This is an optimization exercise on Yosys and OpenROAD, whose aim is small area, a short achievable clock period and few clock cycles, not a production implementation.
Where RTL was checked, it was by simulation tests only, not by an equivalence proof against the original.
No functional check of the RTL was part of runs 1 and 2.

<file path="flow/config.mk">
export PLATFORM = sky130hd
export DESIGN_NAME = CPU
export DESIGN_NICKNAME = CPU
export VERILOG_FILES = /design/flow/design.v
export SDC_FILE = /design/flow/constraint.sdc
export NUM_CORES = 4
export LEC_CHECK = 0
export CAP_MARGIN = 20
export CORE_MARGIN = 2
export CORE_UTILIZATION = 40
export PLACE_DENSITY = 0.6
export SLEW_MARGIN = 20
</file>
<file path="flow/constraint.sdc">
create_clock -name core_clock -period 15.0 [get_ports {clk_i}]
set_input_delay 3.0000 -clock core_clock [delete_from_list [all_inputs] [get_ports {clk_i}]]
set_output_delay 3.0000 -clock core_clock [all_outputs]
set_load 0.01 [all_outputs]
</file>
<file path="flow/design.v">
module mul_csa_ex(input [31:0] a_i, input [31:0] b_i, output [127:0] rows_o);
wire [31:0] pp0 = {32{b_i[0]}} & a_i;
wire [31:0] pp1 = {32{b_i[1]}} & {a_i[30:0], 1'b0};
wire [31:0] pp2 = {32{b_i[2]}} & {a_i[29:0], 2'b0};
wire [31:0] pp3 = {32{b_i[3]}} & {a_i[28:0], 3'b0};
wire [31:0] pp4 = {32{b_i[4]}} & {a_i[27:0], 4'b0};
wire [31:0] pp5 = {32{b_i[5]}} & {a_i[26:0], 5'b0};
wire [31:0] pp6 = {32{b_i[6]}} & {a_i[25:0], 6'b0};
wire [31:0] pp7 = {32{b_i[7]}} & {a_i[24:0], 7'b0};
wire [31:0] pp8 = {32{b_i[8]}} & {a_i[23:0], 8'b0};
wire [31:0] pp9 = {32{b_i[9]}} & {a_i[22:0], 9'b0};
wire [31:0] pp10 = {32{b_i[10]}} & {a_i[21:0], 10'b0};
wire [31:0] pp11 = {32{b_i[11]}} & {a_i[20:0], 11'b0};
wire [31:0] pp12 = {32{b_i[12]}} & {a_i[19:0], 12'b0};
wire [31:0] pp13 = {32{b_i[13]}} & {a_i[18:0], 13'b0};
wire [31:0] pp14 = {32{b_i[14]}} & {a_i[17:0], 14'b0};
wire [31:0] pp15 = {32{b_i[15]}} & {a_i[16:0], 15'b0};
wire [31:0] pp16 = {32{b_i[16]}} & {a_i[15:0], 16'b0};
wire [31:0] pp17 = {32{b_i[17]}} & {a_i[14:0], 17'b0};
wire [31:0] pp18 = {32{b_i[18]}} & {a_i[13:0], 18'b0};
wire [31:0] pp19 = {32{b_i[19]}} & {a_i[12:0], 19'b0};
wire [31:0] pp20 = {32{b_i[20]}} & {a_i[11:0], 20'b0};
wire [31:0] pp21 = {32{b_i[21]}} & {a_i[10:0], 21'b0};
wire [31:0] pp22 = {32{b_i[22]}} & {a_i[9:0], 22'b0};
wire [31:0] pp23 = {32{b_i[23]}} & {a_i[8:0], 23'b0};
wire [31:0] pp24 = {32{b_i[24]}} & {a_i[7:0], 24'b0};
wire [31:0] pp25 = {32{b_i[25]}} & {a_i[6:0], 25'b0};
wire [31:0] pp26 = {32{b_i[26]}} & {a_i[5:0], 26'b0};
wire [31:0] pp27 = {32{b_i[27]}} & {a_i[4:0], 27'b0};
wire [31:0] pp28 = {32{b_i[28]}} & {a_i[3:0], 28'b0};
wire [31:0] pp29 = {32{b_i[29]}} & {a_i[2:0], 29'b0};
wire [31:0] pp30 = {32{b_i[30]}} & {a_i[1:0], 30'b0};
wire [31:0] pp31 = {32{b_i[31]}} & {a_i[0:0], 31'b0};
wire [31:0] es0_0 = pp0 ^ pp1 ^ pp2;
wire [31:0] ec0_0m = (pp0 & pp1) | (pp0 & pp2) | (pp1 & pp2);
wire [31:0] ec0_0 = {ec0_0m[30:0], 1'b0};
wire [31:0] es0_1 = pp3 ^ pp4 ^ pp5;
wire [31:0] ec0_1m = (pp3 & pp4) | (pp3 & pp5) | (pp4 & pp5);
wire [31:0] ec0_1 = {ec0_1m[30:0], 1'b0};
wire [31:0] es0_2 = pp6 ^ pp7 ^ pp8;
wire [31:0] ec0_2m = (pp6 & pp7) | (pp6 & pp8) | (pp7 & pp8);
wire [31:0] ec0_2 = {ec0_2m[30:0], 1'b0};
wire [31:0] es0_3 = pp9 ^ pp10 ^ pp11;
wire [31:0] ec0_3m = (pp9 & pp10) | (pp9 & pp11) | (pp10 & pp11);
wire [31:0] ec0_3 = {ec0_3m[30:0], 1'b0};
wire [31:0] es0_4 = pp12 ^ pp13 ^ pp14;
wire [31:0] ec0_4m = (pp12 & pp13) | (pp12 & pp14) | (pp13 & pp14);
wire [31:0] ec0_4 = {ec0_4m[30:0], 1'b0};
wire [31:0] es0_5 = pp15 ^ pp16 ^ pp17;
wire [31:0] ec0_5m = (pp15 & pp16) | (pp15 & pp17) | (pp16 & pp17);
wire [31:0] ec0_5 = {ec0_5m[30:0], 1'b0};
wire [31:0] es0_6 = pp18 ^ pp19 ^ pp20;
wire [31:0] ec0_6m = (pp18 & pp19) | (pp18 & pp20) | (pp19 & pp20);
wire [31:0] ec0_6 = {ec0_6m[30:0], 1'b0};
wire [31:0] es0_7 = pp21 ^ pp22 ^ pp23;
wire [31:0] ec0_7m = (pp21 & pp22) | (pp21 & pp23) | (pp22 & pp23);
wire [31:0] ec0_7 = {ec0_7m[30:0], 1'b0};
wire [31:0] es0_8 = pp24 ^ pp25 ^ pp26;
wire [31:0] ec0_8m = (pp24 & pp25) | (pp24 & pp26) | (pp25 & pp26);
wire [31:0] ec0_8 = {ec0_8m[30:0], 1'b0};
wire [31:0] es0_9 = pp27 ^ pp28 ^ pp29;
wire [31:0] ec0_9m = (pp27 & pp28) | (pp27 & pp29) | (pp28 & pp29);
wire [31:0] ec0_9 = {ec0_9m[30:0], 1'b0};
wire [31:0] es1_0 = es0_0 ^ ec0_0 ^ es0_1;
wire [31:0] ec1_0m = (es0_0 & ec0_0) | (es0_0 & es0_1) | (ec0_0 & es0_1);
wire [31:0] ec1_0 = {ec1_0m[30:0], 1'b0};
wire [31:0] es1_1 = ec0_1 ^ es0_2 ^ ec0_2;
wire [31:0] ec1_1m = (ec0_1 & es0_2) | (ec0_1 & ec0_2) | (es0_2 & ec0_2);
wire [31:0] ec1_1 = {ec1_1m[30:0], 1'b0};
wire [31:0] es1_2 = es0_3 ^ ec0_3 ^ es0_4;
wire [31:0] ec1_2m = (es0_3 & ec0_3) | (es0_3 & es0_4) | (ec0_3 & es0_4);
wire [31:0] ec1_2 = {ec1_2m[30:0], 1'b0};
wire [31:0] es1_3 = ec0_4 ^ es0_5 ^ ec0_5;
wire [31:0] ec1_3m = (ec0_4 & es0_5) | (ec0_4 & ec0_5) | (es0_5 & ec0_5);
wire [31:0] ec1_3 = {ec1_3m[30:0], 1'b0};
wire [31:0] es1_4 = es0_6 ^ ec0_6 ^ es0_7;
wire [31:0] ec1_4m = (es0_6 & ec0_6) | (es0_6 & es0_7) | (ec0_6 & es0_7);
wire [31:0] ec1_4 = {ec1_4m[30:0], 1'b0};
wire [31:0] es1_5 = ec0_7 ^ es0_8 ^ ec0_8;
wire [31:0] ec1_5m = (ec0_7 & es0_8) | (ec0_7 & ec0_8) | (es0_8 & ec0_8);
wire [31:0] ec1_5 = {ec1_5m[30:0], 1'b0};
wire [31:0] es1_6 = es0_9 ^ ec0_9 ^ pp30;
wire [31:0] ec1_6m = (es0_9 & ec0_9) | (es0_9 & pp30) | (ec0_9 & pp30);
wire [31:0] ec1_6 = {ec1_6m[30:0], 1'b0};
wire [31:0] es2_0 = es1_0 ^ ec1_0 ^ es1_1;
wire [31:0] ec2_0m = (es1_0 & ec1_0) | (es1_0 & es1_1) | (ec1_0 & es1_1);
wire [31:0] ec2_0 = {ec2_0m[30:0], 1'b0};
wire [31:0] es2_1 = ec1_1 ^ es1_2 ^ ec1_2;
wire [31:0] ec2_1m = (ec1_1 & es1_2) | (ec1_1 & ec1_2) | (es1_2 & ec1_2);
wire [31:0] ec2_1 = {ec2_1m[30:0], 1'b0};
wire [31:0] es2_2 = es1_3 ^ ec1_3 ^ es1_4;
wire [31:0] ec2_2m = (es1_3 & ec1_3) | (es1_3 & es1_4) | (ec1_3 & es1_4);
wire [31:0] ec2_2 = {ec2_2m[30:0], 1'b0};
wire [31:0] es2_3 = ec1_4 ^ es1_5 ^ ec1_5;
wire [31:0] ec2_3m = (ec1_4 & es1_5) | (ec1_4 & ec1_5) | (es1_5 & ec1_5);
wire [31:0] ec2_3 = {ec2_3m[30:0], 1'b0};
wire [31:0] es2_4 = es1_6 ^ ec1_6 ^ pp31;
wire [31:0] ec2_4m = (es1_6 & ec1_6) | (es1_6 & pp31) | (ec1_6 & pp31);
wire [31:0] ec2_4 = {ec2_4m[30:0], 1'b0};
wire [31:0] es3_0 = es2_0 ^ ec2_0 ^ es2_1;
wire [31:0] ec3_0m = (es2_0 & ec2_0) | (es2_0 & es2_1) | (ec2_0 & es2_1);
wire [31:0] ec3_0 = {ec3_0m[30:0], 1'b0};
wire [31:0] es3_1 = ec2_1 ^ es2_2 ^ ec2_2;
wire [31:0] ec3_1m = (ec2_1 & es2_2) | (ec2_1 & ec2_2) | (es2_2 & ec2_2);
wire [31:0] ec3_1 = {ec3_1m[30:0], 1'b0};
wire [31:0] es3_2 = es2_3 ^ ec2_3 ^ es2_4;
wire [31:0] ec3_2m = (es2_3 & ec2_3) | (es2_3 & es2_4) | (ec2_3 & es2_4);
wire [31:0] ec3_2 = {ec3_2m[30:0], 1'b0};
wire [31:0] es4_0 = es3_0 ^ ec3_0 ^ es3_1;
wire [31:0] ec4_0m = (es3_0 & ec3_0) | (es3_0 & es3_1) | (ec3_0 & es3_1);
wire [31:0] ec4_0 = {ec4_0m[30:0], 1'b0};
wire [31:0] es4_1 = ec3_1 ^ es3_2 ^ ec3_2;
wire [31:0] ec4_1m = (ec3_1 & es3_2) | (ec3_1 & ec3_2) | (es3_2 & ec3_2);
wire [31:0] ec4_1 = {ec4_1m[30:0], 1'b0};
wire [31:0] es5_0 = es4_0 ^ ec4_0 ^ es4_1;
wire [31:0] ec5_0m = (es4_0 & ec4_0) | (es4_0 & es4_1) | (ec4_0 & es4_1);
wire [31:0] ec5_0 = {ec5_0m[30:0], 1'b0};
assign rows_o = {ec2_4, ec4_1, ec5_0, es5_0};
endmodule
module mul_csa_mem(input [127:0] rows_i, output [31:0] p_o);
wire [31:0] r0 = rows_i[31:0];
wire [31:0] r1 = rows_i[63:32];
wire [31:0] r2 = rows_i[95:64];
wire [31:0] r3 = rows_i[127:96];
wire [31:0] ms0_0 = r0 ^ r1 ^ r2;
wire [31:0] mc0_0m = (r0 & r1) | (r0 & r2) | (r1 & r2);
wire [31:0] mc0_0 = {mc0_0m[30:0], 1'b0};
wire [31:0] ms1_0 = ms0_0 ^ mc0_0 ^ r3;
wire [31:0] mc1_0m = (ms0_0 & mc0_0) | (ms0_0 & r3) | (mc0_0 & r3);
wire [31:0] mc1_0 = {mc1_0m[30:0], 1'b0};
assign p_o = ms1_0 + mc1_0;
endmodule
module CPU
(
    clk_i,
    rst_i,
    imem_addr_o,
    imem_data_i,
    mem_data_i,
    mem_ack_i,
    mem_data_o,
    mem_addr_o,
    mem_enable_o,
    mem_write_o,
    wb_valid_o,
    wb_rd_o,
    wb_data_o
);
input               clk_i;
input               rst_i;
input   [255:0]     mem_data_i;
input               mem_ack_i;
output  [255:0]     mem_data_o;
output  [31:0]      mem_addr_o;
output              mem_enable_o;
output              mem_write_o;
output  [31:0]      imem_addr_o;
input   [31:0]      imem_data_i;
output              wb_valid_o;
output  [4:0]       wb_rd_o;
output  [31:0]      wb_data_o;
localparam OP_ADD = 3'd0, OP_SUB = 3'd1, OP_AND = 3'd2, OP_OR = 3'd3, OP_ZERO = 3'd4;
wire        stall;           
wire        hazard;          
wire        taken;           
reg  [31:0] pc;
wire [31:0] pc4 = pc + 32'd4;
wire        if_jump = (imem_data_i[31:26] == 6'b000010);
wire [31:0] jtarget = {pc4[31:28], imem_data_i[25:0], 2'b00};
reg  [31:0] ex_btarget;
assign imem_addr_o = pc;
always @(posedge clk_i or negedge rst_i) begin
    if (~rst_i)
        pc <= 32'd0;
    else if (~stall) begin
        if (taken)
            pc <= ex_btarget;
        else if (~hazard)
            pc <= if_jump ? jtarget : pc4;
    end
end
reg  [31:0] id_inst;
reg  [31:0] id_pc4;
always @(posedge clk_i or negedge rst_i) begin
    if (~rst_i)
        id_inst <= 32'd0;
    else if (~stall) begin
        if (taken)
            id_inst <= 32'd0;
        else if (~hazard)
            id_inst <= imem_data_i;
    end
end
always @(posedge clk_i) begin
    if (~stall & ~hazard)
        id_pc4 <= pc4;
end
wire [5:0]  id_op    = id_inst[31:26];
wire [4:0]  id_rs    = id_inst[25:21];
wire [4:0]  id_rt    = id_inst[20:16];
wire [4:0]  id_rd    = id_inst[15:11];
wire [5:0]  id_funct = id_inst[5:0];
wire [15:0] id_imm   = id_inst[15:0];
wire id_isR    = (id_op == 6'b000000);
wire id_isAddi = (id_op == 6'b001000);
wire id_isOri  = (id_op == 6'b001101);
wire id_isLw   = (id_op == 6'b100011);
wire id_isSw   = (id_op == 6'b101011);
wire id_isBeq  = (id_op == 6'b000100) && (id_imm != 16'd0);    
wire id_isMul  = id_isR && (id_funct == 6'b011000);
wire [4:0] id_dest = id_isR ? id_rd : (id_isAddi | id_isOri | id_isLw) ? id_rt : 5'd0;
wire       id_useImm = id_isAddi | id_isOri | id_isLw | id_isSw;
wire       id_useRt  = id_isR | id_isSw | id_isBeq;
reg  [2:0] id_aluop;
always @(*) begin
    if (id_isR) begin
        case (id_funct)
            6'b100000: id_aluop = OP_ADD;
            6'b100010: id_aluop = OP_SUB;
            6'b100100: id_aluop = OP_AND;
            6'b100101: id_aluop = OP_OR;
            default:   id_aluop = OP_ZERO;    
        endcase
    end
    else if (id_isOri)
        id_aluop = OP_OR;
    else
        id_aluop = OP_ADD;
end
reg  [31:0] regs [1:31];
reg  [4:0]  wb_dest;
reg  [31:0] wb_data;
reg         wb_done;
always @(posedge clk_i) begin
    if (wb_dest != 5'd0)
        regs[wb_dest] <= wb_data;
end
wire [31:0] rf_a = (id_rs == 5'd0) ? 32'd0 : (id_rs == wb_dest) ? wb_data : regs[id_rs];
wire [31:0] rf_b = (id_rt == 5'd0) ? 32'd0 : (id_rt == wb_dest) ? wb_data : regs[id_rt];
reg  [4:0]  ex_dest;
reg         ex_isLw, ex_isMul;
reg  [4:0]  mem_dest;
assign hazard = (ex_isLw | ex_isMul) && (ex_dest != 5'd0) &&
                ((ex_dest == id_rs) || (id_useRt && ex_dest == id_rt));
wire id_fa_m = (id_rs != 5'd0) && (id_rs == ex_dest);
wire id_fa_w = (id_rs != 5'd0) && (id_rs == mem_dest);
wire id_fb_m = (id_rt != 5'd0) && (id_rt == ex_dest);
wire id_fb_w = (id_rt != 5'd0) && (id_rt == mem_dest);
reg  [31:0] ex_a, ex_b;
reg  [15:0] ex_imm;
reg  [2:0]  ex_aluop;
reg         ex_useImm;
reg         ex_isSw, ex_isBeq;
reg         ex_fa_m, ex_fa_w, ex_fb_m, ex_fb_w;
always @(posedge clk_i or negedge rst_i) begin
    if (~rst_i) begin
        ex_dest  <= 5'd0;
        ex_isLw  <= 1'b0;
        ex_isSw  <= 1'b0;
        ex_isMul <= 1'b0;
        ex_isBeq <= 1'b0;
    end
    else if (~stall) begin
        if (taken | hazard) begin
            ex_dest  <= 5'd0;
            ex_isLw  <= 1'b0;
            ex_isSw  <= 1'b0;
            ex_isMul <= 1'b0;
            ex_isBeq <= 1'b0;
        end
        else begin
            ex_dest  <= id_dest;
            ex_isLw  <= id_isLw;
            ex_isSw  <= id_isSw;
            ex_isMul <= id_isMul;
            ex_isBeq <= id_isBeq;
        end
    end
end
always @(posedge clk_i) begin
    if (~stall) begin
        ex_a       <= rf_a;
        ex_b       <= rf_b;
        ex_imm     <= id_imm;
        ex_aluop   <= id_aluop;
        ex_useImm  <= id_useImm;
        ex_fa_m    <= id_fa_m;
        ex_fa_w    <= id_fa_w & ~id_fa_m;
        ex_fb_m    <= id_fb_m;
        ex_fb_w    <= id_fb_w & ~id_fb_m;
        ex_btarget <= id_pc4 + {14'd0, id_imm, 2'b00};
    end
end
reg  [31:0] mem_res;
wire [31:0] opa = ex_fa_m ? mem_res : ex_fa_w ? wb_data : ex_a;
wire [31:0] opb = ex_fb_m ? mem_res : ex_fb_w ? wb_data : ex_b;
wire [31:0] alub = ex_useImm ? {16'd0, ex_imm} : opb;
reg  [31:0] alu_res;
always @(*) begin
    case (ex_aluop)
        OP_ADD:  alu_res = opa + alub;
        OP_SUB:  alu_res = opa - alub;
        OP_AND:  alu_res = opa & alub;
        OP_OR:   alu_res = opa | alub;
        default: alu_res = 32'd0;
    endcase
end
assign taken = ex_isBeq && (opa == opb);
wire [127:0] mul_rows;
mul_csa_ex mul_ex(.a_i(opa), .b_i(opb), .rows_o(mul_rows));
reg  [31:0] mem_sd;
reg         mem_isLw, mem_isSw, mem_isMul;
reg  [127:0] mem_rows;
always @(posedge clk_i or negedge rst_i) begin
    if (~rst_i) begin
        mem_dest  <= 5'd0;
        mem_isLw  <= 1'b0;
        mem_isSw  <= 1'b0;
        mem_isMul <= 1'b0;
    end
    else if (~stall) begin
        mem_dest  <= ex_dest;
        mem_isLw  <= ex_isLw;
        mem_isSw  <= ex_isSw;
        mem_isMul <= ex_isMul;
    end
end
always @(posedge clk_i) begin
    if (~stall) begin
        mem_res  <= alu_res;
        mem_sd   <= opb;
        mem_rows <= mul_rows;
    end
end
wire [31:0] mul_res;
mul_csa_mem mul_mem(.rows_i(mem_rows), .p_o(mul_res));
wire [5:0]  line = mem_res[10:5];
wire [2:0]  woff = mem_res[4:2];
reg  [255:0] f_data;
reg  [5:0]   f_tag;
reg          f_valid, f_dirty;
reg  [5:0]   m_tag;
reg          m_valid;
reg          busy;           
reg          busy_rd;        
wire rd_ack = busy & busy_rd & mem_ack_i;
wire hit_f  = f_valid & (f_tag == line);
wire hit_m0 = m_valid & (m_tag == line);
wire hit_m  = hit_m0 | rd_ack;                  
wire f_free = ~f_valid | ~f_dirty;
wire want_rd = (mem_isLw | mem_isSw) & ~hit_f & ~hit_m0;
wire want_wr = mem_isSw & ~hit_f & hit_m0 & ~f_free;
wire f_fill  = mem_isSw & ~hit_f & hit_m & (f_free | ~busy);
assign stall = (mem_isLw & ~hit_f & ~hit_m) |
               (mem_isSw & ~hit_f & ~(hit_m & (f_free | ~busy)));
assign mem_enable_o = ~busy & (want_rd | want_wr);
assign mem_write_o  = want_wr;
assign mem_addr_o   = want_wr ? {21'd0, f_tag, 5'd0} : {mem_res[31:5], 5'd0};
assign mem_data_o   = f_data;
always @(posedge clk_i or negedge rst_i) begin
    if (~rst_i) begin
        busy    <= 1'b0;
        busy_rd <= 1'b0;
        m_valid <= 1'b0;
        f_valid <= 1'b0;
        f_dirty <= 1'b0;
    end
    else begin
        if (mem_enable_o) begin
            busy    <= 1'b1;
            busy_rd <= want_rd;
        end
        else if (mem_ack_i)
            busy    <= 1'b0;
        if (rd_ack)
            m_valid <= 1'b1;
        if (f_fill) begin
            f_valid <= 1'b1;
            f_dirty <= 1'b1;
        end
        else if (mem_isSw & hit_f)
            f_dirty <= 1'b1;
    end
end
always @(posedge clk_i) begin
    if (rd_ack)
        m_tag <= line;
    if (f_fill)
        f_tag <= line;
end
genvar gw;
generate
    for (gw = 0; gw < 8; gw = gw + 1) begin : g_fword
        wire sel = (woff == gw);
        always @(posedge clk_i) begin
            if (f_fill | (mem_isSw & hit_f & sel))
                f_data[32*gw+31:32*gw] <= (mem_isSw & sel) ? mem_sd : mem_data_i[32*gw+31:32*gw];
        end
    end
endgenerate
wire [31:0] f_word = f_data[32*woff +: 32];
wire [31:0] m_word = mem_data_i[32*woff +: 32];
wire [31:0] ld_word = hit_f ? f_word : m_word;
always @(posedge clk_i or negedge rst_i) begin
    if (~rst_i) begin
        wb_dest <= 5'd0;
        wb_done <= 1'b0;
    end
    else begin
        wb_done <= stall;
        if (~stall)
            wb_dest <= mem_dest;
    end
end
always @(posedge clk_i) begin
    if (~stall)
        wb_data <= mem_isLw ? ld_word : mem_isMul ? mul_res : mem_res;
end
assign wb_valid_o = (wb_dest != 5'd0) & ~wb_done;
assign wb_rd_o    = wb_dest;
assign wb_data_o  = wb_data;
endmodule
</file>
<file path="flow/run.sh">
#!/bin/bash
# synth_recipe.tcl (not shown) runs the flow's synth.tcl, then flattens the netlist and writes it again
# the make line also repeats each setting of config.mk as NAME=value (left out here)
make -C /OpenROAD-flow-scripts/flow DESIGN_CONFIG=/design/flow/config.mk WORK_HOME=/design/flow/orfs CLKGATE_MAP_FILE= SYNTH_SCRIPT=/design/flow/synth_recipe.tcl finish
</file>
==> impl_metrics.tcl, run 1 <==
set metrics [dict create \
    cts.sinks 1668 \
    synthCells 6904 \
    cp_common_cell "nand2_1" \
    hold_viol_final 0 \
    largest_reg_flops 992 \
    async_flop_share_pct 5.52 \
    drtAntennaViolNets 0 \
    ctsResizeCount 0 \
    final_max_slew_viol_count 0 \
    dr.pass1.iters 8 \
    finalNetCount 8361 \
    hold_path_class "reg -> reg" \
    yosysMostFrequentCell "edfxtp_1" \
    ys_seq_area_share_pct 50.6 \
    vias_per_cell 6.18 \
    rrSetupSlack_ns 7.89 \
    drive_gt1_share_pct 21.2 \
    worst_skew_pair.late_latency_ns 0.91 \
    initialDrtViolationCount 8266 \
    cts_hold_buf 0 \
    path_buf_inv 3 \
    ctsHtreeMaxLevel 4 \
    clk_pin_slew_ns 0.06 \
    max_slew.worst_pin.slew_ns 1.25 \
    min_from "id_pc4[0]" \
    io_pins 651 \
    finalWeightedCongestion 0.970 \
    yosysWarningCount 1 \
    die_h_um 499 \
    rr_worst_depth 23 \
    fin_crit_ns 7.91 \
    antenna_found_initial 55 \
    synthesis.area_mm2 0.0980 \
    place_hpwl_um 267000 \
    track_usage_pct 30.3 \
    yosysTopAreaCellShare_pct 48.3 \
    top_regs "regs (992), f_data (256), mem_rows (68)" \
    cp-start-kind "flip-flop" \
    vias 67200 \
    yosysUniqueCellTypes 80 \
    hold_path_end "ex_btarget[0]" \
    fmax_mhz 126 \
    rr_endpoint "mem_res[28]" \
    crit_chain "xnor2_1, nand4_1, nor4_2, buf_4, or3b_2, inv_1, nand2_1, nand2_1, clkdlybuf4s50_1" \
    cp-startpoint "mem_res[5]" \
    wl_per_cell_um 35.3 \
    cts_root_buf "clkbuf_16" \
    io_buffers 645 \
    cts_setup_buffers 0 \
    worst-path-max-fanout 43 \
    grt_max_degree 134 \
    fin_tns_setup_ns 0 \
    whs_path_depth 0 \
    fin_crit_sh_pct 52.8 \
    maxSlewHeadroom_pct 16.6 \
    core_mm2 0.243 \
    start_util_pct 40.3 \
    cp_top_family "buffers and inverters" \
    synth_edf_count 1576 \
    synth_area_leaders "edfxtp_1, mux4_2, fa_1" \
    area_delta_synth_final_pct 17.0 \
    yosys.area.top_type "edfxtp_1" \
    fp.dieW_um 499 \
    r2r_start "ex_fb_w" \
    slowest_stage "or3b_2" \
    grt.overflow.total 0 \
    timing.hold.ws_ns 0.419 \
    slowest_delay_ns 0.89 \
    top_register "regs" \
    crit_type "reg -> out" \
    fin_skew_ns 0.0966 \
    clock_path_buffers 3 \
    critPathRequiredTime_ns 12.00 \
    rsz0062_at_grt "no" \
    end_kind "primary output" \
    cts_buffers 187 \
    finalWirelength_um 383000 \
    synth-seq-cells 1668 \
    timing.max_cap.violations 0 \
    rows 181 \
    grt_pass1_wl_um 532000 \
    ys.flop_type "edfxtp_1" \
    status "complete, no violations" \
    drc_errors 0 \
    cts_tree "done" \
    die_area_mm2 0.249 \
    arrival_ns 4.91 \
    synth_area_per_cell_um2 14.2 \
    setup_viol 0 \
    yosys-top-cells-count "edfxtp_1, mux4_2, nor2_1" \
    first_global_vias 67500 \
]
logic make-up (layout without fill, tap and decap cells):
kind of cell	count (synthesis)	in the layout	synth area share, %
flops	1668	1668	50.6
other cells	1	44	0.00383
mux	1260	1260	21.0
xor+xnor	237	237	2.12
buf+inv	938	1650	3.79
compound gates	849	849	5.61
fa+ha+maj	616	616	11.0
simple gates	1335	1335	5.84
cells in the final DEF (no fill, tap or decap), drive strengths merged, types with 39 or more instances in the layout:
master            n
a21oi           270
a221oi          110
buf             199
clkbuf          229
clkdlybuf4s50   644
clkinv           99
dfrtp            92
diode            39
edfxtp         1576
fa              416
ha              184
inv             463
mux2            433
mux2i           237
mux4            590
nand2           421
nand3            47
nor2            587
nor2b            44
nor3             97
o211ai           47
o21a             78
o21ai           182
xnor2           171
xor2             66
cell type report:
cell class	count	area [µm²]
Clock inverter	110	1100
Antenna cell	39	97.6
Fill cell	21200	129000
Multi-Input combinational cell	4302	45100
Inverter	468	1760
Tap cell	3202	4010
Timing Repair Buffer	843	8030
Clock buffer	229	4870
Sequential cell	1668	49700
worst register-to-register path, cell delays in order, from the launching register on:
cell and delay [ns]:
edfxtp_1 0.34, buf_4 0.50, mux2i_1 0.34, o21a_1 0.56, inv_2 0.43, a21boi_0 0.46, ha_1 0.27, o2111ai_1 0.20
or3_1 0.52, nor2_1 0.28, o21a_1 0.32, nor2_1 0.09, xnor2_1 0.14, ha_1 0.36, or2_2 0.31, a21oi_1 0.16
a31oi_1 0.08, and2_1 0.18, a41oi_1 0.26, a21oi_1 0.15, o2bb2ai_1 0.22, o41ai_1 0.34, xor2_1 0.18, o21ai_0 0.10
how the worst max path moves through the flow:
stage	endpoint	slack (ns)	depth (start not counted)
CTS	mem_addr_o[5]	7.04	9
finish	mem_addr_o[7]	7.09	9
global route	mem_addr_o[7]	6.92	9
detailed placement	mem_res[24]	7.85	8
global placement	mem_res[21]	7.92	8
floorplan	id_pc4[0]	5.88	8
through the flow:
stage	util [%]	area [µm²]	cells	setup slack (ns)
finish	47.1	115000	10900	7.09
global placement	44.6	109000	10500	7.92
global route	47.1	115000	10800	6.92
floorplan	-	98000	6908	5.88
CTS	47.0	115000	10800	7.04
detailed placement	44.6	109000	10500	7.85
layer usage:
metal  vias up  part of all wire (%)  GRT usage, %
met5         -                 0.066             0
met4        34                   6.5          16.7
met3       882                   9.6          7.48
met2      3983                    47          48.7
met1     35200                    37          37.6
li1      27000                     -             -
==> run 2: changes to the inputs <==
--- a/flow/config.mk
+++ b/flow/config.mk
@@ -5,6 +5,7 @@
 export SDC_FILE = /design/flow/constraint.sdc
 export NUM_CORES = 4
 export LEC_CHECK = 0
+export ABC_CLOCK_PERIOD_IN_PS = 4000
 export CAP_MARGIN = 20
 export CORE_MARGIN = 2
 export CORE_UTILIZATION = 40
==> run 2 against run 1 <==
  * Worst setup slack unchanged
  * Worst hold slack unchanged
  * Design area unchanged
  * Sequential share of layout area unchanged
  * Clock-buffer cell count unchanged
  * Register-to-register slack about the same
  * Area after synthesis unchanged
  * Utilization unchanged
  * Critical endpoint unchanged
==> impl_metrics.tcl, run 2 <==
set metrics [dict create \
    core_mm2 0.243 \
    die_area_mm2 0.249 \
    start_util_pct 40.3 \
    fill_cells 21200 \
    setup_viol 0 \
    synth.mux.area_fraction_pct 21.0 \
    whs_path_depth 0 \
    finalWeightedCongestion 0.970 \
    rrSetupSlack_ns 7.89 \
    final_common_cell "edfxtp_1" \
    gr-usage-met2_pct 48.7 \
    cts_hold_buf 0 \
    cp-start-kind "flip-flop" \
    critPathRequiredTime_ns 12.00 \
    multi_input_area_mm2 0.0451 \
    final_max_slew_viol_count 0 \
    maxSlewHeadroom_pct 16.6 \
    dr.pass1.iters 8 \
    cts.sinks 1668 \
    cts_buffers 187 \
    timing.max_cap.violations 0 \
    synth-seq-cells 1668 \
    drc_errors 0 \
    synthesis.area_mm2 0.0980 \
    grt_pass1_wl_um 532000 \
    clock_path_buffers 3 \
    antenna_found_initial 55 \
    ys_seq_area_share_pct 50.6 \
    rsz0062_at_grt "no" \
    finalNetCount 8361 \
    vias_per_cell 6.18 \
    synth_edf_count 1576 \
    finalInstanceArea_mm2 0.115 \
    drtAntennaViolNets 0 \
    hold_viol_final 0 \
    grt_max_degree 134 \
    track_usage_pct 30.3 \
    ctsHtreeMaxLevel 4 \
    rows 181 \
    ctsResizeCount 0 \
    finalWirelength_um 383000 \
    fmax_mhz 126 \
    yosysMostFrequentCell "edfxtp_1" \
    use_met3_pct 7.48 \
    fin_skew_ns 0.0966 \
    worst_skew_pair.late_latency_ns 0.91 \
    initialDrtViolationCount 8266 \
    hold_path_end "ex_btarget[0]" \
    drive_gt1_share_pct 21.2 \
    synth_area_leaders "edfxtp_1, mux4_2, fa_1" \
    synth-simple-area-share_pct 5.84 \
    top_register "regs" \
    yosysWarningCount 1 \
    place_hpwl_um 267000 \
    met1_usage_pct 37.6 \
    vias 67200 \
    fin_tns_setup_ns 0 \
    area_delta_synth_final_pct 17.0 \
    yosysTopAreaCellShare_pct 48.3 \
    worst-path-max-fanout 43 \
    yosys-top-cells-count "edfxtp_1, mux4_2, nor2_1" \
    placed_area_mm2 0.109 \
    arrival_ns 4.91 \
    rr_endpoint "mem_res[28]" \
    clk_pin_slew_ns 0.06 \
    seqCellArea_mm2 0.0497 \
    fin_crit_ns 7.91 \
    synth_top_family_by_area "multiplexers" \
    first_global_vias 67500 \
    hold_path_class "reg -> reg" \
    async_flop_share_pct 5.52 \
    end_kind "primary output" \
    synth-xor-area-share_pct 2.12 \
    fp.dieW_um 499 \
    crit_type "reg -> out" \
    die_h_um 499 \
    most-common-layout-cells "edfxtp_1, clkdlybuf4s50_1, mux4_2" \
    wl_per_cell_um 35.3 \
    cts_root_buf "clkbuf_16" \
    io_buffers 645 \
    rr_worst_depth 23 \
    ys.flop_type "edfxtp_1" \
    fin_crit_sh_pct 52.8 \
    max_slew.worst_pin.slew_ns 1.25 \
    r2r_start "ex_fb_w" \
    status "complete, no violations" \
    top_regs "regs (992), f_data (256), mem_rows (68)" \
    grt.overflow.total 0 \
    yosys.area.top_type "edfxtp_1" \
    cts_setup_buffers 0 \
    largest_reg_flops 992 \
    busiest_layer "met2" \
    io_pins 651 \
    synthCells 6904 \
    min_from "id_pc4[0]" \
    cts_tree "done" \
    synth-compound-area-share_pct 5.61 \
    yosysUniqueCellTypes 80 \
    synthAdderAreaFrac_pct 11.0 \
    synth_area_per_cell_um2 14.2 \
]
[run 2: routing by layer]
metal / wire (µm) / share of wire, %
met3: 36900 / 9.6
met4: 24900 / 6.5
met1: 141000 / 37
met2: 180000 / 47
met5: 252 / 0.066
[run 2: worst max path at each step]
stage | startpoint | endpoint | slack, ns | cells past startpoint
after floorplan | mem_ack_i | id_pc4[0] | 5.88 | 8
after global placement | mem_ack_i | mem_res[21] | 7.92 | 8
after detailed placement | mem_ack_i | mem_res[24] | 7.85 | 8
after CTS | mem_res[5] | mem_addr_o[5] | 7.04 | 9
after global routing | mem_res[6] | mem_addr_o[7] | 6.92 | 9
final | mem_res[5] | mem_addr_o[7] | 7.09 | 9
[run 2: kinds of logic after synthesis]
group                    Yosys count
flip-flops                      1668
AND/OR/NAND/NOR                 1335
multiplexers                    1260
buffers and inverters            938
AO/OA/AOI/OAI                    849
adder cells (fa/ha/maj)          616
XOR/XNOR                         237
other                              1
[run 2: layout make-up]
type | instances | area share (%)
clock inverter | 110 | 0.964
sequential | 1668 | 43.3
timing repair buffer | 843 | 7.00
antenna | 39 | 0.0851
inverter | 468 | 1.53
clock buffer | 229 | 4.25
tap | 3202 | 3.49
multi-input combinational | 4302 | 39.4
[run 2: critical path, stage by stage, from the launching register on]
cell and delay (ns):
edfxtp_1 0.54, xnor2_1 0.20, nand4_1 0.15, nor4_2 0.16, buf_4 0.68, or3b_2 0.89, inv_1 0.39, nand2_1 0.18
nand2_1 0.22, clkdlybuf4s50_1 0.56
[run 2: metrics by stage]
step	hold WS, ns	setup slack, ns	util (%)	std cells
6_report	0.419	7.09	47.1	10900
2_1_floorplan	0.400	5.88	-	6908
4_1_cts	0.420	7.04	47.0	10800
3_3_place_gp	0.402	7.92	44.6	10500
5_1_grt	0.424	6.92	47.1	10800
3_5_place_dp	0.406	7.85	44.6	10500
==> run 3: changes to the inputs <==
--- a/flow/design.v
+++ b/flow/design.v
@@ -128,7 +128,40 @@
 wire [31:0] ms1_0 = ms0_0 ^ mc0_0 ^ r3;
 wire [31:0] mc1_0m = (ms0_0 & mc0_0) | (ms0_0 & r3) | (mc0_0 & r3);
 wire [31:0] mc1_0 = {mc1_0m[30:0], 1'b0};
-assign p_o = ms1_0 + mc1_0;
+Adder add_p(.a_i(ms1_0), .b_i(mc1_0), .c_i(1'b0), .s_o(p_o));
+endmodule
+module Adder
+(
+    a_i,
+    b_i,
+    c_i,
+    s_o
+);
+input   [31:0]  a_i, b_i;
+input           c_i;
+output  [31:0]  s_o;
+wire [31:0] g0 = a_i & b_i;
+wire [31:0] p0 = a_i ^ b_i;
+wire [31:0] g [0:5];
+wire [31:0] p [0:5];
+assign g[0] = {g0[31:1], g0[0] | (p0[0] & c_i)};
+assign p[0] = p0;
+genvar l, i;
+generate
+    for (l = 0; l < 5; l = l + 1) begin : g_lvl
+        for (i = 0; i < 32; i = i + 1) begin : g_bit
+            if (i >= (1 << l)) begin : g_op
+                assign g[l+1][i] = g[l][i] | (p[l][i] & g[l][i-(1<<l)]);
+                assign p[l+1][i] = p[l][i] & p[l][i-(1<<l)];
+            end
+            else begin : g_pass
+                assign g[l+1][i] = g[l][i];
+                assign p[l+1][i] = p[l][i];
+            end
+        end
+    end
+endgenerate
+assign s_o = p0 ^ {g[5][30:0], c_i};
 endmodule
 module CPU
 (
@@ -169,15 +202,13 @@
 wire [31:0] jtarget = {pc4[31:28], imem_data_i[25:0], 2'b00};
 reg  [31:0] ex_btarget;
 assign imem_addr_o = pc;
+wire [31:0] pc_seq = hazard ? pc : pc4;
+wire [31:0] pc_nxt = taken ? ex_btarget : (if_jump & ~hazard) ? jtarget : pc_seq;
 always @(posedge clk_i or negedge rst_i) begin
     if (~rst_i)
         pc <= 32'd0;
-    else if (~stall) begin
-        if (taken)
-            pc <= ex_btarget;
-        else if (~hazard)
-            pc <= if_jump ? jtarget : pc4;
-    end
+    else if (~stall)
+        pc <= pc_nxt;
 end
 reg  [31:0] id_inst;
 reg  [31:0] id_pc4;
@@ -246,10 +277,13 @@
 wire id_fa_w = (id_rs != 5'd0) && (id_rs == mem_dest);
 wire id_fb_m = (id_rt != 5'd0) && (id_rt == ex_dest);
 wire id_fb_w = (id_rt != 5'd0) && (id_rt == mem_dest);
+wire [31:0] id_btarget;
+Adder add_bt(.a_i(id_pc4), .b_i({14'd0, id_imm, 2'b00}), .c_i(1'b0), .s_o(id_btarget));
 reg  [31:0] ex_a, ex_b;
 reg  [15:0] ex_imm;
 reg  [2:0]  ex_aluop;
 reg         ex_useImm;
+reg         ex_rs0;
 reg         ex_isSw, ex_isBeq;
 reg         ex_fa_m, ex_fa_w, ex_fb_m, ex_fb_w;
 always @(posedge clk_i or negedge rst_i) begin
@@ -284,22 +318,26 @@
         ex_imm     <= id_imm;
         ex_aluop   <= id_aluop;
         ex_useImm  <= id_useImm;
+        ex_rs0     <= (id_rs == 5'd0);
         ex_fa_m    <= id_fa_m;
         ex_fa_w    <= id_fa_w & ~id_fa_m;
         ex_fb_m    <= id_fb_m;
         ex_fb_w    <= id_fb_w & ~id_fb_m;
-        ex_btarget <= id_pc4 + {14'd0, id_imm, 2'b00};
+        ex_btarget <= id_btarget;
     end
 end
 reg  [31:0] mem_res;
 wire [31:0] opa = ex_fa_m ? mem_res : ex_fa_w ? wb_data : ex_a;
 wire [31:0] opb = ex_fb_m ? mem_res : ex_fb_w ? wb_data : ex_b;
 wire [31:0] alub = ex_useImm ? {16'd0, ex_imm} : opb;
+wire        ex_sub = (ex_aluop == OP_SUB);
+wire [31:0] addsub;
+Adder add_alu(.a_i(opa), .b_i(alub ^ {32{ex_sub}}), .c_i(ex_sub), .s_o(addsub));
 reg  [31:0] alu_res;
 always @(*) begin
     case (ex_aluop)
-        OP_ADD:  alu_res = opa + alub;
-        OP_SUB:  alu_res = opa - alub;
+        OP_ADD:  alu_res = addsub;
+        OP_SUB:  alu_res = addsub;
         OP_AND:  alu_res = opa & alub;
         OP_OR:   alu_res = opa | alub;
         default: alu_res = 32'd0;
@@ -307,7 +345,7 @@
 end
 assign taken = ex_isBeq && (opa == opb);
 wire [127:0] mul_rows;
-mul_csa_ex mul_ex(.a_i(opa), .b_i(opb), .rows_o(mul_rows));
+mul_csa_ex mul_ex(.a_i(opa & {32{ex_isMul}}), .b_i(opb & {32{ex_isMul}}), .rows_o(mul_rows));
 reg  [31:0] mem_sd;
 reg         mem_isLw, mem_isSw, mem_isMul;
 reg  [127:0] mem_rows;
@@ -329,9 +367,10 @@
     if (~stall) begin
         mem_res  <= alu_res;
         mem_sd   <= opb;
-        mem_rows <= mul_rows;
     end
 end
+always @(posedge clk_i)
+    mem_rows <= mul_rows;
 wire [31:0] mul_res;
 mul_csa_mem mul_mem(.rows_i(mem_rows), .p_o(mul_res));
 wire [5:0]  line = mem_res[10:5];
@@ -343,19 +382,27 @@
 reg          m_valid;
 reg          busy;           
 reg          busy_rd;        
-wire rd_ack = busy & busy_rd & mem_ack_i;
-wire hit_f  = f_valid & (f_tag == line);
-wire hit_m0 = m_valid & (m_tag == line);
-wire hit_m  = hit_m0 | rd_ack;                  
-wire f_free = ~f_valid | ~f_dirty;
-wire want_rd = (mem_isLw | mem_isSw) & ~hit_f & ~hit_m0;
-wire want_wr = mem_isSw & ~hit_f & hit_m0 & ~f_free;
-wire f_fill  = mem_isSw & ~hit_f & hit_m & (f_free | ~busy);
-assign stall = (mem_isLw & ~hit_f & ~hit_m) |
-               (mem_isSw & ~hit_f & ~(hit_m & (f_free | ~busy)));
-assign mem_enable_o = ~busy & (want_rd | want_wr);
-assign mem_write_o  = want_wr;
-assign mem_addr_o   = want_wr ? {21'd0, f_tag, 5'd0} : {mem_res[31:5], 5'd0};
+reg  [5:0]   pend_line;      
+reg  [8:0]   next_ld;        
+wire hit_f   = f_valid & (f_tag == line);
+wire hit_m   = m_valid & (m_tag == line);
+wire f_fill  = mem_isSw & ~hit_f & hit_m & (~f_dirty | ~busy);
+wire ld_wait = mem_isLw & ~hit_f & ~hit_m;
+wire sw_wait = mem_isSw & ~hit_f & ~(hit_m & (~f_dirty | ~busy));
+assign stall = sw_wait | ld_wait;
+wire req_mem = (mem_isLw | mem_isSw) & ~hit_f & (~hit_m | (mem_isSw & f_dirty));
+wire [5:0] ex_line = ex_imm[10:5];
+wire req_ex  = (ex_isLw | ex_isSw) & ex_rs0 &
+               ~(f_valid & (f_tag == ex_line)) & ~(m_valid & (m_tag == ex_line));
+wire req_seq = mem_isLw & ~hit_f & hit_m & (mem_res[10:2] == next_ld);
+wire sel_ex  = ~req_mem & req_ex;
+wire sel_seq = ~req_mem & ~req_ex & req_seq;
+wire pf_copy = ~busy & sel_seq & ~f_dirty;         
+wire f_clean = ~busy & sel_seq & f_dirty;          
+assign mem_enable_o = ~busy & (req_mem | req_ex | req_seq);
+assign mem_write_o  = req_mem ? hit_m : (~req_ex & f_dirty);
+wire [5:0] rd_line  = req_mem ? line : req_ex ? ex_line : line + 6'd1;
+assign mem_addr_o   = {21'd0, mem_write_o ? f_tag : rd_line, 5'd0};
 assign mem_data_o   = f_data;
 always @(posedge clk_i or negedge rst_i) begin
     if (~rst_i) begin
@@ -364,15 +411,18 @@
         m_valid <= 1'b0;
         f_valid <= 1'b0;
         f_dirty <= 1'b0;
+        next_ld <= 9'd0;
     end
     else begin
         if (mem_enable_o) begin
             busy    <= 1'b1;
-            busy_rd <= want_rd;
+            busy_rd <= ~mem_write_o;
         end
-        else if (mem_ack_i)
+        else if (mem_ack_i) begin
             busy    <= 1'b0;
-        if (rd_ack)
+            busy_rd <= 1'b0;
+        end
+        if (busy_rd & mem_ack_i)
             m_valid <= 1'b1;
         if (f_fill) begin
             f_valid <= 1'b1;
@@ -380,12 +430,20 @@
         end
         else if (mem_isSw & hit_f)
             f_dirty <= 1'b1;
+        else if (f_clean)
+            f_dirty <= 1'b0;
+        else if (pf_copy)
+            f_valid <= 1'b1;
+        if (mem_isLw & ~stall)
+            next_ld <= mem_res[10:2] + 9'd1;
     end
 end
 always @(posedge clk_i) begin
-    if (rd_ack)
-        m_tag <= line;
-    if (f_fill)
+    if (busy_rd & mem_ack_i)
+        m_tag <= pend_line;
+    if (mem_enable_o)
+        pend_line <= rd_line;
+    if (f_fill | pf_copy)
         f_tag <= line;
 end
 genvar gw;
@@ -393,7 +451,7 @@
     for (gw = 0; gw < 8; gw = gw + 1) begin : g_fword
         wire sel = (woff == gw);
         always @(posedge clk_i) begin
-            if (f_fill | (mem_isSw & hit_f & sel))
+            if (f_fill | pf_copy | (mem_isSw & hit_f & sel))
                 f_data[32*gw+31:32*gw] <= (mem_isSw & sel) ? mem_sd : mem_data_i[32*gw+31:32*gw];
         end
     end
==> flow/flow/run.sh (new file) <==
#!/bin/bash
# Layout flow: the standard layout (standard.sh, unchanged synthesis, floorplan, placement,
# CTS and routing at the design's clock period and SDC), with repair_timing asked to leave a
# setup margin, so that it sizes and buffers the critical paths beyond the 15 ns the SDC needs.
# Each tool's output goes to make_finish.log here (and ORFS's own logs under orfs/logs/).
set -euo pipefail
cd "$(dirname "$0")/.."
MARGIN=$(cat flow/setup_margin.txt)
echo "standard layout with SETUP_SLACK_MARGIN=$MARGIN"
bash standard.sh finish SETUP_SLACK_MARGIN="$MARGIN" > make_finish.log 2>&1 || { tail -50 make_finish.log; exit 1; }
tail -5 make_finish.log
ls -l out/final.def
==> flow/flow/setup_margin.txt (new file) <==
10
==> flow/standard.sh (new file) <==
#!/bin/bash
# synth_recipe.tcl (not shown) runs the flow's synth.tcl, then flattens the netlist and writes it again
# the make line also repeats each setting of config.mk as NAME=value (left out here)
make -C /OpenROAD-flow-scripts/flow DESIGN_CONFIG=/design/flow/config.mk WORK_HOME=/design/flow/orfs CLKGATE_MAP_FILE= SYNTH_SCRIPT=/design/flow/synth_recipe.tcl "${@:-finish}"
--- a/flow/config.mk
+++ b/flow/config.mk
@@ -5,7 +5,6 @@
 export SDC_FILE = /design/flow/constraint.sdc
 export NUM_CORES = 4
 export LEC_CHECK = 0
-export ABC_CLOCK_PERIOD_IN_PS = 4000
 export CAP_MARGIN = 20
 export CORE_MARGIN = 2
 export CORE_UTILIZATION = 40
removed: flow/run.sh
==> run 3 against run 2 <==
  * Sequential cell count is 16 higher
  * Cell count up 4.9%
  * First-iteration DRC count is 4.0% lower
  * Synthesized cell count up 2.7%
  * Worst hold slack about the same
  * Non-clock buffer count is 300 higher
  * Worst setup slack improved by 1.4 ns
  * Design area is 5.7% higher
==> impl_metrics.tcl, run 3 <==
set metrics [dict create \
    cts_tree "done" \
    track_usage_pct 33.4 \
    grt_pass1_wl_um 580000 \
    die_h_um 500 \
    die_area_mm2 0.250 \
    start_util_pct 40.2 \
    dr.pass1.iters 6 \
    ys_seq_area_share_pct 50.1 \
    vias_per_cell 6.14 \
    cp-start-kind "flip-flop" \
    clk_pin_slew_ns 0.06 \
    post-route-util_pct 49.4 \
    critPathRequiredTime_ns 12.00 \
    place_hpwl_um 281000 \
    r2r_start "mem_res[6]" \
    arrival_ns 3.51 \
    fmax_mhz 154 \
    fin_crit_ns 6.51 \
    yosysMostFrequentCell "edfxtp_1" \
    status "complete, no violations" \
    top_regs "regs (992), f_data (256), mem_rows (68)" \
    crit_type "reg -> out" \
    finalNetCount 8830 \
    finalWirelength_um 423000 \
    rr_worst_depth 44 \
    setup_viol 0 \
    synth_area_leaders "edfxtp_1, mux4_2, fa_1" \
    initialDrtViolationCount 7938 \
    clock_path_buffers 3 \
    synthesis.area_mm2 0.0986 \
    grt.overflow.total 0 \
    worst-path-max-fanout 8 \
    wl_per_cell_um 37.2 \
    rows 182 \
    hold_viol_final 0 \
    end_kind "primary output" \
    worst_slack_ns 8.49 \
    most-common-layout-cells "edfxtp_1, mux4_2, clkdlybuf4s50_1" \
    io_pins 651 \
    fill_cells 21100 \
    cts_buffers 189 \
    yosys.area.top_type "edfxtp_1" \
    yosysUniqueCellTypes 89 \
    antenna_found_initial 83 \
    fin_skew_ns 0.0880 \
    final_max_slew_viol_count 0 \
    maxSlewHeadroom_pct 24.9 \
    yosysWarningCount 2 \
    max_slew.worst_pin.slew_ns 1.12 \
    fin_crit_sh_pct 43.4 \
    rr_endpoint "pend_line[0]" \
    synth-seq-cells 1684 \
    drtAntennaViolNets 0 \
    drive_gt1_share_pct 26.8 \
    ctsHtreeMaxLevel 4 \
    async_flop_share_pct 6.00 \
    core_mm2 0.245 \
    io_buffers 624 \
    timing.hold.ws_ns 0.419 \
    vias 70000 \
    top_register "regs" \
    timing.max_cap.violations 0 \
    area_delta_synth_final_pct 22.9 \
    hold_path_class "reg -> reg" \
    synth_area_per_cell_um2 13.9 \
    yosys-top-cells-count "edfxtp_1, nor2_1, mux4_2" \
    endpoint "mem_addr_o[6]" \
    crit_chain "xnor2_2, nand4_1, or4_4, o21a_1, o21ai_4, buf_6, nand3_4, o21ai_4, mux2_4, buf_8" \
    synth_edf_count 1515 \
    grt_max_degree 117 \
    cts_root_buf "clkbuf_16" \
    synthCells 7091 \
    slowest_delay_ns 0.59 \
    drc_errors 0 \
    finalWeightedCongestion 1.03 \
    ys.flop_type "edfxtp_1" \
    final_common_cell "edfxtp_1" \
    first_global_vias 70100 \
    slowest_stage "or4_4" \
    fp.dieW_um 500 \
    pre_cts_ws_ns 8.04 \
    yosysTopAreaCellShare_pct 46.1 \
    cp_common_cell "o21ai_4" \
    fin_tns_setup_ns 0 \
    worst_skew_pair.late_latency_ns 0.89 \
    largest_reg_flops 992 \
    cp-startpoint "mem_res[6]" \
    cts.sinks 1684 \
    rsz0062_at_grt "yes" \
    rrSetupSlack_ns 8.51 \
]
[run 3: how the worst min path moves through the flow]
stage / slack [ns] / cells past startpoint / start / to
floorplan: 0.40 / 0 / id_pc4[0] / ex_btarget[0]
finish: 0.42 / 0 / id_pc4[0] / ex_btarget[0]
detailed placement: 0.41 / 0 / id_pc4[0] / ex_btarget[0]
global placement: 0.40 / 0 / id_pc4[0] / ex_btarget[0]
global route: 0.43 / 0 / id_pc4[1] / ex_btarget[1]
CTS: 0.42 / 0 / id_pc4[1] / ex_btarget[1]
[run 3: area by class of cell]
cell class                      instances  area, µm²  area share (%)
Antenna cell                           61        153           0.126
Clock inverter                        107       1220            1.01
Timing Repair Buffer                 1143      11900            9.80
Multi-Input combinational cell       4508      47600            39.3
Tap cell                             3220       4030            3.32
Inverter                              426       1780            1.47
Sequential cell                      1684      49400            40.8
Clock buffer                          247       5110            4.22
[run 3: stage by stage]
stage | instances | instance area [µm²]
floorplan | 7116 | 98900
global placement | 10600 | 109000
detailed placement | 10700 | 109000
CTS | 11300 | 120000
global route | 11400 | 121000
finish | 11400 | 121000
[run 3: logic make-up (layout without fill, tap and decap cells)]
logic type / Yosys count / in the layout / synth area share, %
AO/OA/AOI/OAI: 933 / 933 / 6.25
XOR/XNOR: 277 / 277 / 2.47
flip-flops: 1684 / 1684 / 50.1
adder cells (fa/ha/maj): 604 / 604 / 10.8
multiplexers: 1277 / 1277 / 20.5
other: 1 / 87 / 0.00380
AND/OR/NAND/NOR: 1390 / 1391 / 6.05
buffers and inverters: 925 / 1923 / 3.82
[run 3: routing by layer]
layer  up-vias  wire length, µm  part of all wire, %  track usage, %
li1      28400                -                    -               -
met1     36600           156000                   37            40.9
met2      3863           196000                   46            52.7
met3      1067            38500                  9.1            8.47
met4        48            32500                  7.7            21.6
met5         -              335                0.079               0
[run 3: critical path: cells and delay by family (launching register included)]
kind                   cells  cell delay [ns]
flip-flops                 1             0.48
buffers and inverters      2             0.28
AND/OR/NAND/NOR            3             0.77
XOR/XNOR                   1             0.18
AO/OA/AOI/OAI              3             0.61
multiplexers               1             0.35
[run 3: timing repair]
action / CTS / global route
gates resized for setup: 768 / 154
endpoints found under the setup margin: 275 / 120
setup buffers: 281 / 33
hold buffers: 0 / 0
gates cloned: 17 / 0
pin swaps: 151 / 89
Testbench counts of run 3, summed over its fixed seeds: cycles 61,225.

## port drivers added, routing unchanged
Ports are ideal in the flow. The routed layouts listed here were re-timed in OpenROAD. Step 1 assumes that a clkbuf_16 drives the clock port and a buf_2 every other input. Step 2 adds t to the input delays and takes it off the output delays; t is the mean of the earliest and latest rising clock arrival at the registers after step 1. Input paths then give back, and output paths get back, about the clock's delay inside the block. Slacks: ideal / step 1 / step 2; pairs: ideal / step 1.
| run | t (ns) | slack for setup (ns) | worst register clock-pin slew, ns |
|---|---|---|---|
| run 1 | 0.953 | 7.086 / 6.994 / 7.690 | 0.07 / 0.07 |
| run 2 | 0.953 | 7.086 / 6.994 / 7.690 | 0.07 / 0.07 |
| run 3 | 0.932 | 8.493 / 8.402 / 8.505 | 0.07 / 0.07 |
After both steps every run listed still meets setup and hold.
